Context: an optimization exercise on an open-source flow, tuned for small area and a short achievable clock period. The choices shown serve that exercise and are no tape-out recipe. RTL that was checked went through simulation tests only; none was proved equivalent to the original. Power is estimated from default activity; no workload was simulated.

==> flow/design.v <==
`timescale 1ns / 1ps
module fullAdder(Sum,Cout,Cin,In1,In2);
   input wire In1,In2,Cin;
   output wire Sum,Cout;
   assign Cout = (In1&In2)|(In1&Cin)|(In2&Cin);
   assign Sum = In1^In2^Cin;
endmodule
`timescale 1ns / 1ps
module j_mac #(
  parameter WEIGHT_RESET_VAL = 8'b00100011
) (
  input      clk     ,
  input      reset   ,
  input      acc     ,   
  input      din     ,   
  input      plus_one,
  input      clr     ,   
  input      m_0     ,   
  input      m_1     ,   
  input      update_w,
  input      mac_en  ,
  output reg result
);
  reg  [7:0] W;
  reg  [7:0] P;
  reg        C, Cd;
  always @(posedge clk) begin
    if (reset)
      W <= WEIGHT_RESET_VAL;
    else if (update_w)
      W <= {din, W[7:1]};
  end
  wire [7:0] z = W & {8{din}};
  wire [7:0] g = P & z;
  wire [7:0] p = P ^ z;
  wire G10 = g[1] | (p[1] & g[0]);
  wire G32 = g[3] | (p[3] & g[2]);  wire P32 = p[3] & p[2];
  wire G54 = g[5] | (p[5] & g[4]);  wire P54 = p[5] & p[4];
  wire G76 = g[7] | (p[7] & g[6]);  wire P76 = p[7] & p[6];
  wire G20 = g[2] | (p[2] & G10);
  wire G30 = G32  | (P32  & G10);
  wire G64 = g[6] | (p[6] & G54);   wire P64 = p[6] & P54;
  wire G74 = G76  | (P76  & G54);   wire P74 = P76  & P54;
  wire G40 = g[4] | (p[4] & G30);
  wire G50 = G54  | (P54  & G30);
  wire G60 = G64  | (P64  & G30);
  wire G70 = G74  | (P74  & G30);
  wire [8:0] c = {G70, G60, G50, G40, G30, G20, G10, g[0], 1'b0};
  wire [7:0] s = p ^ c[7:0];
  wire [7:0] p_nxt = clr ? {1'b0, z[7:1]} : {c[8], s[7:1]};
  wire prod_0 = z[0] ^ P[0];
  wire iaa_0  = prod_0 ^ (Cd ? m_1 : m_0);
  wire iaa_1  = z[0] ^ m_0;
  always @(posedge clk) begin
    if (mac_en) begin
      P  <= p_nxt;
      C  <= clr ? (iaa_1 & acc)
                : ((iaa_0 & C) | (acc & C) | (iaa_0 & acc));
      Cd <= clr ? (~z[0] & plus_one)
                : ((~prod_0 & Cd) | (plus_one & Cd) | (~prod_0 & plus_one));
    end
  end
  always @(posedge clk) begin
    if (reset)
      result <= 1'b0;
    else if (mac_en)
      result <= clr ? (iaa_1 ^ acc) : (iaa_0 ^ acc ^ C);
  end
endmodule
`timescale 1ns / 1ps
module bsmac_array #(
  parameter ROWS = 8,
  parameter COLS = 8
) (
  input             clk               ,
  input             reset             ,
  input  [ROWS-1:0] data_in           ,
  input  [COLS-1:0] acc_in            ,
  input             plus_one          ,
  input             clear_accu_control,
  input             control1          ,
  input             update_w          ,
  input             mac_en            ,
  output [COLS-1:0] acc_out
);
  wire [ROWS*COLS-1:0]     data_w;
  reg  [ROWS*COLS-1:0]     data_r;
  wire [(ROWS+1)*COLS-1:0] acc_w;
  reg  zero_pc;
  always @(posedge clk) begin
    if (reset)
      zero_pc <= 1'b1;
    else if (mac_en)
      zero_pc <= 1'b0;
  end
  wire clr = clear_accu_control | zero_pc;
  wire m_0 = ~control1 & ~plus_one;
  wire m_1 = ~control1 &  plus_one;
  assign acc_w[COLS-1:0] = acc_in;
  assign acc_out         = acc_w[ROWS*COLS +: COLS];
  genvar r, c;
  generate
    for (r = 0; r < ROWS; r = r + 1) begin : g_row
      for (c = 0; c < COLS; c = c + 1) begin : g_col
        if (c == 0) begin : g_first
          assign data_w[r*COLS+c] = data_in[r];
        end else begin : g_next
          assign data_w[r*COLS+c] = data_r[r*COLS+c-1];
        end
        always @(posedge clk) begin
          if (reset) begin
            data_r[r*COLS+c] <= 1'b0;
          end else begin
            data_r[r*COLS+c] <= data_w[r*COLS+c];
          end
        end
        j_mac #(.WEIGHT_RESET_VAL(8'b00100011)) u_mac (
          .clk     (clk                ),
          .reset   (reset              ),
          .acc     (acc_w[r*COLS+c]    ),
          .din     (data_w[r*COLS+c]   ),
          .plus_one(plus_one           ),
          .clr     (clr                ),
          .m_0     (m_0                ),
          .m_1     (m_1                ),
          .update_w(update_w           ),
          .mac_en  (mac_en             ),
          .result  (acc_w[(r+1)*COLS+c])
        );
      end
    end
  endgenerate
endmodule
export LEC_CHECK = 0
export ABC_AREA = 1
export CAP_MARGIN = 20
export CORE_MARGIN = 2
export CORE_UTILIZATION = 40
export CTS_CLUSTER_DIAMETER = 100
export CTS_CLUSTER_SIZE = 22
export SETUP_SLACK_MARGIN = 2.6
export SLEW_MARGIN = 20
create_clock -name core_clock -period 5.0 [get_ports {clk}]
standard.sh (not shown) runs the stock make flow with config.mk's settings and CLKGATE_MAP_FILE= SYNTH_SCRIPT=/design/flow/synth_recipe.tcl, a recipe that flattens the netlist after the stock synthesis.
==> flow/flow/run.sh <==
#!/bin/bash
# Layout flow: the standard flow (standard.sh), with the port buffers
# made strong drivers (buf_6) instead of the resizer's default choice.
export BUFFER_PORTS_ARGS="-buffer_cell sky130_fd_sc_hd__buf_6"
bash standard.sh > standard.log 2>&1
Next try:
--- a/flow/design.v
+++ b/flow/design.v
@@ -47,25 +47,31 @@
   wire G70 = G74  | (P74  & G30);
   wire [8:0] c = {G70, G60, G50, G40, G30, G20, G10, g[0], 1'b0};
   wire [7:0] s = p ^ c[7:0];
   wire [7:0] p_nxt = clr ? {1'b0, z[7:1]} : {c[8], s[7:1]};
-  wire prod_0 = z[0] ^ P[0];
-  wire iaa_0  = prod_0 ^ (Cd ? m_1 : m_0);
-  wire iaa_1  = z[0] ^ m_0;
+  wire prod  = z[0] ^ (P[0] & ~clr);   
+  wire Cm    = C & ~clr;
+  wire Cdm   = Cd & ~clr;
+  wire m     = Cdm ? m_1 : m_0;        
+  wire iaa   = prod ^ m;
+  wire c_0   = (iaa & Cm) | (acc & Cm) | (iaa & acc);
+  wire c_1   = c_0;
+  wire cd_0  = (~prod & Cdm) | (plus_one & Cdm) | (~prod & plus_one);
+  wire cd_1  = cd_0;
+  wire r_0   = iaa ^ acc ^ Cm;
+  wire r_1   = r_0;
   always @(posedge clk) begin
     if (mac_en) begin
       P  <= p_nxt;
-      C  <= clr ? (iaa_1 & acc)
-                : ((iaa_0 & C) | (acc & C) | (iaa_0 & acc));
-      Cd <= clr ? (~z[0] & plus_one)
-                : ((~prod_0 & Cd) | (plus_one & Cd) | (~prod_0 & plus_one));
+      C  <= clr ? c_1 : c_0;
+      Cd <= clr ? cd_1 : cd_0;
     end
   end
   always @(posedge clk) begin
     if (reset)
       result <= 1'b0;
     else if (mac_en)
-      result <= clr ? (iaa_1 ^ acc) : (iaa_0 ^ acc ^ C);
+      result <= clr ? r_1 : r_0;
   end
 endmodule
 `timescale 1ns / 1ps
 module bsmac_array #(
What happened: Via count came out lower by 2.5%. Combinational power shrinks by 10%. Worst setup slack got worse by 93 ps. Clock-buffer cell count came out higher by 1. Worst hold slack barely changes. Routed wire length shrinks by 1.1%. Sequential power hardly moves. Flip-flop and latch count does not change. Utilization is about the same.
Function not checked in the first run of this note: the RTL went through the layout flow alone.


v6:
bsmac_array, a different RTL version from the one above (not shown whole).
Size: roughly 6900 cells after synthesis, ~1300 flip-flops, about 31 I/O pins, ~72000 sq um of cells after synthesis.
==> module j_mac, before the edit <==
module j_mac #(
  parameter WEIGHT_RESET_VAL = 8'b00100011
) (
  input      clk     ,
  input      reset   ,
  input      acc     ,   
  input      din     ,   
  input      plus_one,
  input      clr     ,   
  input      control1,
  input      update_w,
  input      mac_en  ,
  output reg result
);
  reg  [7:0] W;
  reg  [7:0] P;
  reg        C, Cd;
  always @(posedge clk) begin
    if (reset)
      W <= WEIGHT_RESET_VAL;
    else if (update_w)
      W <= {din, W[7:1]};
  end
  wire [7:0] z = W & {8{din}};
  wire [7:0] g = P & z;
  wire [7:0] p = P ^ z;
  wire G10 = g[1] | (p[1] & g[0]);
  wire G32 = g[3] | (p[3] & g[2]);  wire P32 = p[3] & p[2];
  wire G54 = g[5] | (p[5] & g[4]);  wire P54 = p[5] & p[4];
  wire G76 = g[7] | (p[7] & g[6]);  wire P76 = p[7] & p[6];
  wire G20 = g[2] | (p[2] & G10);
  wire G30 = G32  | (P32  & G10);
  wire G64 = g[6] | (p[6] & G54);   wire P64 = p[6] & P54;
  wire G74 = G76  | (P76  & G54);   wire P74 = P76  & P54;
  wire G40 = g[4] | (p[4] & G30);
  wire G50 = G54  | (P54  & G30);
  wire G60 = G64  | (P64  & G30);
  wire G70 = G74  | (P74  & G30);
  wire [8:0] c = {G70, G60, G50, G40, G30, G20, G10, g[0], 1'b0};
  wire [7:0] s = p ^ c[7:0];
  wire [7:0] p_nxt = clr ? {1'b0, z[7:1]} : {c[8], s[7:1]};
  wire prod  = z[0] ^ (P[0] & ~clr);   
  wire Cm    = C & ~clr;
  wire Cdm   = Cd & ~clr;
  wire nprod = ~prod;
  wire iaa   = control1 ? prod : (nprod ^ plus_one ^ Cdm);
  always @(posedge clk) begin
    if (mac_en) begin
      P  <= p_nxt;
      C  <= (iaa & Cm) | (acc & Cm) | (iaa & acc);
      Cd <= (nprod & Cdm) | (plus_one & Cdm) | (nprod & plus_one);
    end
  end
  always @(posedge clk) begin
    if (reset)
      result <= 1'b0;
    else if (mac_en)
      result <= iaa ^ acc ^ Cm;
  end
endmodule
==> module bsmac_array, before the edit <==
module bsmac_array #(
  parameter ROWS = 8,
  parameter COLS = 8
) (
  input             clk               ,
  input             reset             ,
  input  [ROWS-1:0] data_in           ,
  input  [COLS-1:0] acc_in            ,
  input             plus_one          ,
  input             clear_accu_control,
  input             control1          ,
  input             update_w          ,
  input             mac_en            ,
  output [COLS-1:0] acc_out
);
  wire [ROWS*COLS-1:0]     data_w;
  reg  [ROWS*COLS-1:0]     data_r;
  wire [(ROWS+1)*COLS-1:0] acc_w;
  reg  zero_pc;
  always @(posedge clk) begin
    if (reset)
      zero_pc <= 1'b1;
    else if (mac_en)
      zero_pc <= 1'b0;
  end
  wire clr = clear_accu_control | zero_pc;
  assign acc_w[COLS-1:0] = acc_in;
  assign acc_out         = acc_w[ROWS*COLS +: COLS];
  genvar r, c;
  generate
    for (r = 0; r < ROWS; r = r + 1) begin : g_row
      for (c = 0; c < COLS; c = c + 1) begin : g_col
        if (c == 0) begin : g_first
          assign data_w[r*COLS+c] = data_in[r];
        end else begin : g_next
          assign data_w[r*COLS+c] = data_r[r*COLS+c-1];
        end
        always @(posedge clk) begin
          if (reset) begin
            data_r[r*COLS+c] <= 1'b0;
          end else begin
            data_r[r*COLS+c] <= data_w[r*COLS+c];
          end
        end
        j_mac #(.WEIGHT_RESET_VAL(8'b00100011)) u_mac (
          .clk     (clk                ),
          .reset   (reset              ),
          .acc     (acc_w[r*COLS+c]    ),
          .din     (data_w[r*COLS+c]   ),
          .plus_one(plus_one           ),
          .clr     (clr                ),
          .control1(control1           ),
          .update_w(update_w           ),
          .mac_en  (mac_en             ),
          .result  (acc_w[(r+1)*COLS+c])
        );
      end
    end
  endgenerate
endmodule
==> flow/config.mk <==
export PLATFORM = sky130hd
export DESIGN_NAME = bsmac_array
export DESIGN_NICKNAME = bsmac_array
export VERILOG_FILES = /design/flow/design.v
export SDC_FILE = /design/flow/constraint.sdc
export NUM_CORES = 4
export LEC_CHECK = 0
export CAP_MARGIN = 20
export CORE_MARGIN = 2
export CORE_UTILIZATION = 40
export SETUP_SLACK_MARGIN = 2.6
export SLEW_MARGIN = 20
==> flow/constraint.sdc <==
create_clock -name core_clock -period 5.0 [get_ports {clk}]
set_input_delay 1.0000 -clock core_clock [delete_from_list [all_inputs] [get_ports {clk}]]
set_output_delay 1.0000 -clock core_clock [all_outputs]
set_load 0.01 [all_outputs]
run.sh (not shown) runs the stock make flow with config.mk's settings and CLKGATE_MAP_FILE= SYNTH_SCRIPT=/design/flow/synth_recipe.tcl, a recipe that flattens the netlist after the stock synthesis.
Stock flow here: none of the scripts above is used.
Having completed the whole flow, v6 delivered a layout that passed the timing, design-rule and antenna checks.
Relative to v6, the following input files were edited for v7:
diff --git a/flow/design.v b/flow/design.v
--- a/flow/design.v
+++ b/flow/design.v
@@ -15,7 +15,8 @@
   input      din     ,   
   input      plus_one,
   input      clr     ,   
-  input      control1,
+  input      m_0     ,   
+  input      m_1     ,   
   input      update_w,
   input      mac_en  ,
   output reg result
@@ -47,23 +48,29 @@
   wire [8:0] c = {G70, G60, G50, G40, G30, G20, G10, g[0], 1'b0};
   wire [7:0] s = p ^ c[7:0];
   wire [7:0] p_nxt = clr ? {1'b0, z[7:1]} : {c[8], s[7:1]};
-  wire prod  = z[0] ^ (P[0] & ~clr);   
-  wire Cm    = C & ~clr;
-  wire Cdm   = Cd & ~clr;
-  wire nprod = ~prod;
-  wire iaa   = control1 ? prod : (nprod ^ plus_one ^ Cdm);
+  wire prod_0 = z[0] ^ P[0];           
+  wire prod_1 = z[0];                  
+  wire m_c0   = Cd ? m_1 : m_0;        
+  wire iaa_0  = prod_0 ^ m_c0;
+  wire iaa_1  = prod_1 ^ m_0;          
+  wire r_0    = iaa_0 ^ acc ^ C;
+  wire r_1    = iaa_1 ^ acc;
+  wire c_0    = (iaa_0 & acc) | (iaa_0 & C) | (acc & C);
+  wire c_1    = iaa_1 & acc;
+  wire cd_0   = (~prod_0 & plus_one) | (~prod_0 & Cd) | (plus_one & Cd);
+  wire cd_1   = ~prod_1 & plus_one;
   always @(posedge clk) begin
     if (mac_en) begin
       P  <= p_nxt;
-      C  <= (iaa & Cm) | (acc & Cm) | (iaa & acc);
-      Cd <= (nprod & Cdm) | (plus_one & Cdm) | (nprod & plus_one);
+      C  <= clr ? c_1 : c_0;
+      Cd <= clr ? cd_1 : cd_0;
     end
   end
   always @(posedge clk) begin
     if (reset)
       result <= 1'b0;
     else if (mac_en)
-      result <= iaa ^ acc ^ Cm;
+      result <= clr ? r_1 : r_0;
   end
 endmodule
 `timescale 1ns / 1ps
@@ -93,6 +100,8 @@
       zero_pc <= 1'b0;
   end
   wire clr = clear_accu_control | zero_pc;
+  wire m_0 = ~control1 & ~plus_one;
+  wire m_1 = ~control1 &  plus_one;
   assign acc_w[COLS-1:0] = acc_in;
   assign acc_out         = acc_w[ROWS*COLS +: COLS];
   genvar r, c;
@@ -118,7 +127,8 @@
           .din     (data_w[r*COLS+c]   ),
           .plus_one(plus_one           ),
           .clr     (clr                ),
-          .control1(control1           ),
+          .m_0     (m_0                ),
+          .m_1     (m_1                ),
           .update_w(update_w           ),
           .mac_en  (mac_en             ),
           .result  (acc_w[(r+1)*COLS+c])
[summary]
- v7 went all the way through synthesis, placement and routing and the layout is clean on timing, DRC and antenna.
- Of the two candidates, v6 has the worse pre-CTS worst setup slack and v7 the better one.
- v7 against v6: total power of the final layout neither gained nor lost much; critical path depth fell 8; final worst setup slack moved up; area after synthesis rose by 3.8%; number of tap instances saw an increase.
- As far as clock skew is concerned, v7 and v6 perform about the same.
- met5 as the highest layer used for signal routing was reported by v7, and met4 by v6.
- Run comparison: v7 termination of the worst setup path g_row[6].g_col[7].u_mac.result; v6 termination of the worst setup path g_row[3].g_col[0].u_mac.result
- Changes observed in v7 relative to v6: power share of the combinational group up 1.0 points, number of DRC markers after the initial detailed-route iteration has increased, count of instances resized after the clock tree is built fell by about 17%.
No functional check of the RTL was part of any run of this note.


bsmac_array with an RTL version that a note above also has.
Size: ~8900 cells after synthesis, about 31 I/O pins.
==> flow/design.v (excerpt) <==
module bsmac_array #(
  parameter ROWS = 8,
  parameter COLS = 8
) (
  input             clk               ,
  input             reset             ,
  input  [ROWS-1:0] data_in           ,
  input  [COLS-1:0] acc_in            ,
  input             plus_one          ,
  input             clear_accu_control,
  input             control1          ,
  input             update_w          ,
  input             mac_en            ,
  output [COLS-1:0] acc_out
);
==> module j_mac, before the edit <==
module j_mac #(
  parameter WEIGHT_RESET_VAL = 8'b00100011
) (
  input      clk     ,
  input      reset   ,
  input      acc     ,   
  input      din     ,   
  input      plus_one,
  input      clr     ,   
  input      m_0     ,   
  input      m_1     ,   
  input      update_w,
  input      mac_en  ,
  output reg result
);
  reg  [7:0] W;
  reg  [7:0] P;
  reg        C, Cd;
  always @(posedge clk) begin
    if (reset)
      W <= WEIGHT_RESET_VAL;
    else if (update_w)
      W <= {din, W[7:1]};
  end
  wire [7:0] z = W & {8{din}};
  wire [7:0] g = P & z;
  wire [7:0] p = P ^ z;
  wire G10 = g[1] | (p[1] & g[0]);
  wire G32 = g[3] | (p[3] & g[2]);  wire P32 = p[3] & p[2];
  wire G54 = g[5] | (p[5] & g[4]);  wire P54 = p[5] & p[4];
  wire G76 = g[7] | (p[7] & g[6]);  wire P76 = p[7] & p[6];
  wire G20 = g[2] | (p[2] & G10);
  wire G30 = G32  | (P32  & G10);
  wire G64 = g[6] | (p[6] & G54);   wire P64 = p[6] & P54;
  wire G74 = G76  | (P76  & G54);   wire P74 = P76  & P54;
  wire G40 = g[4] | (p[4] & G30);
  wire G50 = G54  | (P54  & G30);
  wire G60 = G64  | (P64  & G30);
  wire G70 = G74  | (P74  & G30);
  wire [8:0] c = {G70, G60, G50, G40, G30, G20, G10, g[0], 1'b0};
  wire [7:0] s = p ^ c[7:0];
  wire [7:0] p_nxt = clr ? {1'b0, z[7:1]} : {c[8], s[7:1]};
  wire prod  = z[0] ^ (P[0] & ~clr);   
  wire Cm    = C & ~clr;
  wire Cdm   = Cd & ~clr;
  wire m     = Cdm ? m_1 : m_0;        
  wire iaa   = prod ^ m;
  wire c_0   = (iaa & Cm) | (acc & Cm) | (iaa & acc);
  wire c_1   = c_0;
  wire cd_0  = (~prod & Cdm) | (plus_one & Cdm) | (~prod & plus_one);
  wire cd_1  = cd_0;
  wire r_0   = iaa ^ acc ^ Cm;
  wire r_1   = r_0;
  always @(posedge clk) begin
    if (mac_en) begin
      P  <= p_nxt;
      C  <= clr ? c_1 : c_0;
      Cd <= clr ? cd_1 : cd_0;
    end
  end
  always @(posedge clk) begin
    if (reset)
      result <= 1'b0;
    else if (mac_en)
      result <= clr ? r_1 : r_0;
  end
endmodule
==> module bsmac_array, before the edit <==
module bsmac_array #(
  parameter ROWS = 8,
  parameter COLS = 8
) (
  input             clk               ,
  input             reset             ,
  input  [ROWS-1:0] data_in           ,
  input  [COLS-1:0] acc_in            ,
  input             plus_one          ,
  input             clear_accu_control,
  input             control1          ,
  input             update_w          ,
  input             mac_en            ,
  output [COLS-1:0] acc_out
);
  wire [ROWS*COLS-1:0]     data_w;
  reg  [ROWS*COLS-1:0]     data_r;
  wire [(ROWS+1)*COLS-1:0] acc_w;
  reg  zero_pc;
  always @(posedge clk) begin
    if (reset)
      zero_pc <= 1'b1;
    else if (mac_en)
      zero_pc <= 1'b0;
  end
  wire clr = clear_accu_control | zero_pc;
  wire m_0 = ~control1 & ~plus_one;
  wire m_1 = ~control1 &  plus_one;
  assign acc_w[COLS-1:0] = acc_in;
  assign acc_out         = acc_w[ROWS*COLS +: COLS];
  genvar r, c;
  generate
    for (r = 0; r < ROWS; r = r + 1) begin : g_row
      for (c = 0; c < COLS; c = c + 1) begin : g_col
        if (c == 0) begin : g_first
          assign data_w[r*COLS+c] = data_in[r];
        end else begin : g_next
          assign data_w[r*COLS+c] = data_r[r*COLS+c-1];
        end
        always @(posedge clk) begin
          if (reset) begin
            data_r[r*COLS+c] <= 1'b0;
          end else begin
            data_r[r*COLS+c] <= data_w[r*COLS+c];
          end
        end
        j_mac #(.WEIGHT_RESET_VAL(8'b00100011)) u_mac (
          .clk     (clk                ),
          .reset   (reset              ),
          .acc     (acc_w[r*COLS+c]    ),
          .din     (data_w[r*COLS+c]   ),
          .plus_one(plus_one           ),
          .clr     (clr                ),
          .m_0     (m_0                ),
          .m_1     (m_1                ),
          .update_w(update_w           ),
          .mac_en  (mac_en             ),
          .result  (acc_w[(r+1)*COLS+c])
        );
      end
    end
  endgenerate
endmodule
==> flow/config.mk <==
export PLATFORM = sky130hd
export DESIGN_NAME = bsmac_array
export DESIGN_NICKNAME = bsmac_array
export VERILOG_FILES = /design/flow/design.v
export SDC_FILE = /design/flow/constraint.sdc
export NUM_CORES = 4
export LEC_CHECK = 0
export ABC_AREA = 1
export CAP_MARGIN = 20
export CORE_MARGIN = 2
export CORE_UTILIZATION = 40
export CTS_CLUSTER_DIAMETER = 100
export CTS_CLUSTER_SIZE = 22
export SETUP_SLACK_MARGIN = 2.6
export SLEW_MARGIN = 20
==> flow/constraint.sdc <==
create_clock -name core_clock -period 5.0 [get_ports {clk}]
set_input_delay 1.0000 -clock core_clock [delete_from_list [all_inputs] [get_ports {clk}]]
set_output_delay 1.0000 -clock core_clock [all_outputs]
set_load 0.01 [all_outputs]
Next try:
--- a/flow/design.v
+++ b/flow/design.v
@@ -13,12 +13,11 @@
   input      reset   ,
   input      acc     ,   
   input      din     ,   
   input      plus_one,
   input      clr     ,   
-  input      m_0     ,   
-  input      m_1     ,   
+  input      control1,
   input      update_w,
   input      mac_en  ,
   output reg result
 );
   reg  [7:0] W;
@@ -46,21 +45,25 @@
   wire G60 = G64  | (P64  & G30);
   wire G70 = G74  | (P74  & G30);
   wire [8:0] c = {G70, G60, G50, G40, G30, G20, G10, g[0], 1'b0};
   wire [7:0] s = p ^ c[7:0];
   wire [7:0] p_nxt = clr ? {1'b0, z[7:1]} : {c[8], s[7:1]};
-  wire prod  = z[0] ^ (P[0] & ~clr);   
-  wire Cm    = C & ~clr;
-  wire Cdm   = Cd & ~clr;
-  wire m     = Cdm ? m_1 : m_0;        
-  wire iaa   = prod ^ m;
-  wire c_0   = (iaa & Cm) | (acc & Cm) | (iaa & acc);
-  wire c_1   = c_0;
-  wire cd_0  = (~prod & Cdm) | (plus_one & Cdm) | (~prod & plus_one);
-  wire cd_1  = cd_0;
-  wire r_0   = iaa ^ acc ^ Cm;
-  wire r_1   = r_0;
+  wire prod_0 = z[0] ^ P[0];
+  wire x_0    = prod_0 ^ acc ^ C;      
+  wire y_0    = x_0 ^ Cd;              
+  wire r_0    = control1 ? x_0 : (plus_one ? y_0 : ~y_0);
+  wire w_0    = prod_0 ^ Cd;           
+  wire u_0    = acc & C;
+  wire v_0    = acc | C;
+  wire iaa_0  = control1 ? prod_0 : (plus_one ? w_0 : ~w_0);
+  wire c_0    = u_0 | (iaa_0 & v_0);
+  wire cd_0   = plus_one ? (~prod_0 | Cd) : (~prod_0 & Cd);
+  wire x_1    = z[0] ^ acc;
+  wire r_1    = (control1 | plus_one) ? x_1 : ~x_1;
+  wire iaa_1  = (control1 | plus_one) ? z[0] : ~z[0];
+  wire c_1    = iaa_1 & acc;
+  wire cd_1   = ~z[0] & plus_one;
   always @(posedge clk) begin
     if (mac_en) begin
       P  <= p_nxt;
       C  <= clr ? c_1 : c_0;
       Cd <= clr ? cd_1 : cd_0;
@@ -98,12 +101,10 @@
       zero_pc <= 1'b1;
     else if (mac_en)
       zero_pc <= 1'b0;
   end
   wire clr = clear_accu_control | zero_pc;
-  wire m_0 = ~control1 & ~plus_one;
-  wire m_1 = ~control1 &  plus_one;
   assign acc_w[COLS-1:0] = acc_in;
   assign acc_out         = acc_w[ROWS*COLS +: COLS];
   genvar r, c;
   generate
     for (r = 0; r < ROWS; r = r + 1) begin : g_row
@@ -125,12 +126,11 @@
           .reset   (reset              ),
           .acc     (acc_w[r*COLS+c]    ),
           .din     (data_w[r*COLS+c]   ),
           .plus_one(plus_one           ),
           .clr     (clr                ),
-          .m_0     (m_0                ),
-          .m_1     (m_1                ),
+          .control1(control1           ),
           .update_w(update_w           ),
           .mac_en  (mac_en             ),
           .result  (acc_w[(r+1)*COLS+c])
         );
       end
Maximum frequency rises by 3.1%.
Power rises by 2.0%.
Final area rises by 2.6%.
Die area rises by 4.7%.
Flip-flop and latch count is unchanged.
Global-route usage stays flat.
Setup slack improves by 74 ps.
Worst hold slack barely changes.
Non-clock buffer count falls by 57.
Clock power rises by about 2%.

## afterwards: timing with drivers on the ports
In the flow no input, the clock included, has a driving cell. The finished layouts below were timed again as built, in two steps. Step 1: set_driving_cell puts a clkbuf_16 on clk and a buf_2 on each other input, an assumption about the parent block. Step 2, shift: input delay + t, output delay - t, t = (earliest + latest rising clock arrival at the registers) / 2. This alone moves slack from input paths to output paths. Three values: no drivers, after step 1, after step 2; two values: the first two.
run	t, ns	setup WS [ns]	worst setup path after step 2
the first run of note 1	0.785	2.665 / 2.518 / 1.733	input to register
the second run of note 1	0.759	2.572 / 2.585 / 1.857	input to register
v6	0.853	2.063 / 2.112 / 1.269	input to register
v7	0.857	2.595 / 2.520 / 1.664	input to register
the first run of note 3	0.763	2.533 / 2.569 / 1.806	input to register
the second run of note 3	0.774	2.607 / 2.587 / 1.894	input to register
After both steps every run listed still meets setup and hold. The setup slack of the first run of note 1, which loses most, moves by -0.147 ns with the drivers and by -0.932 ns with both steps.
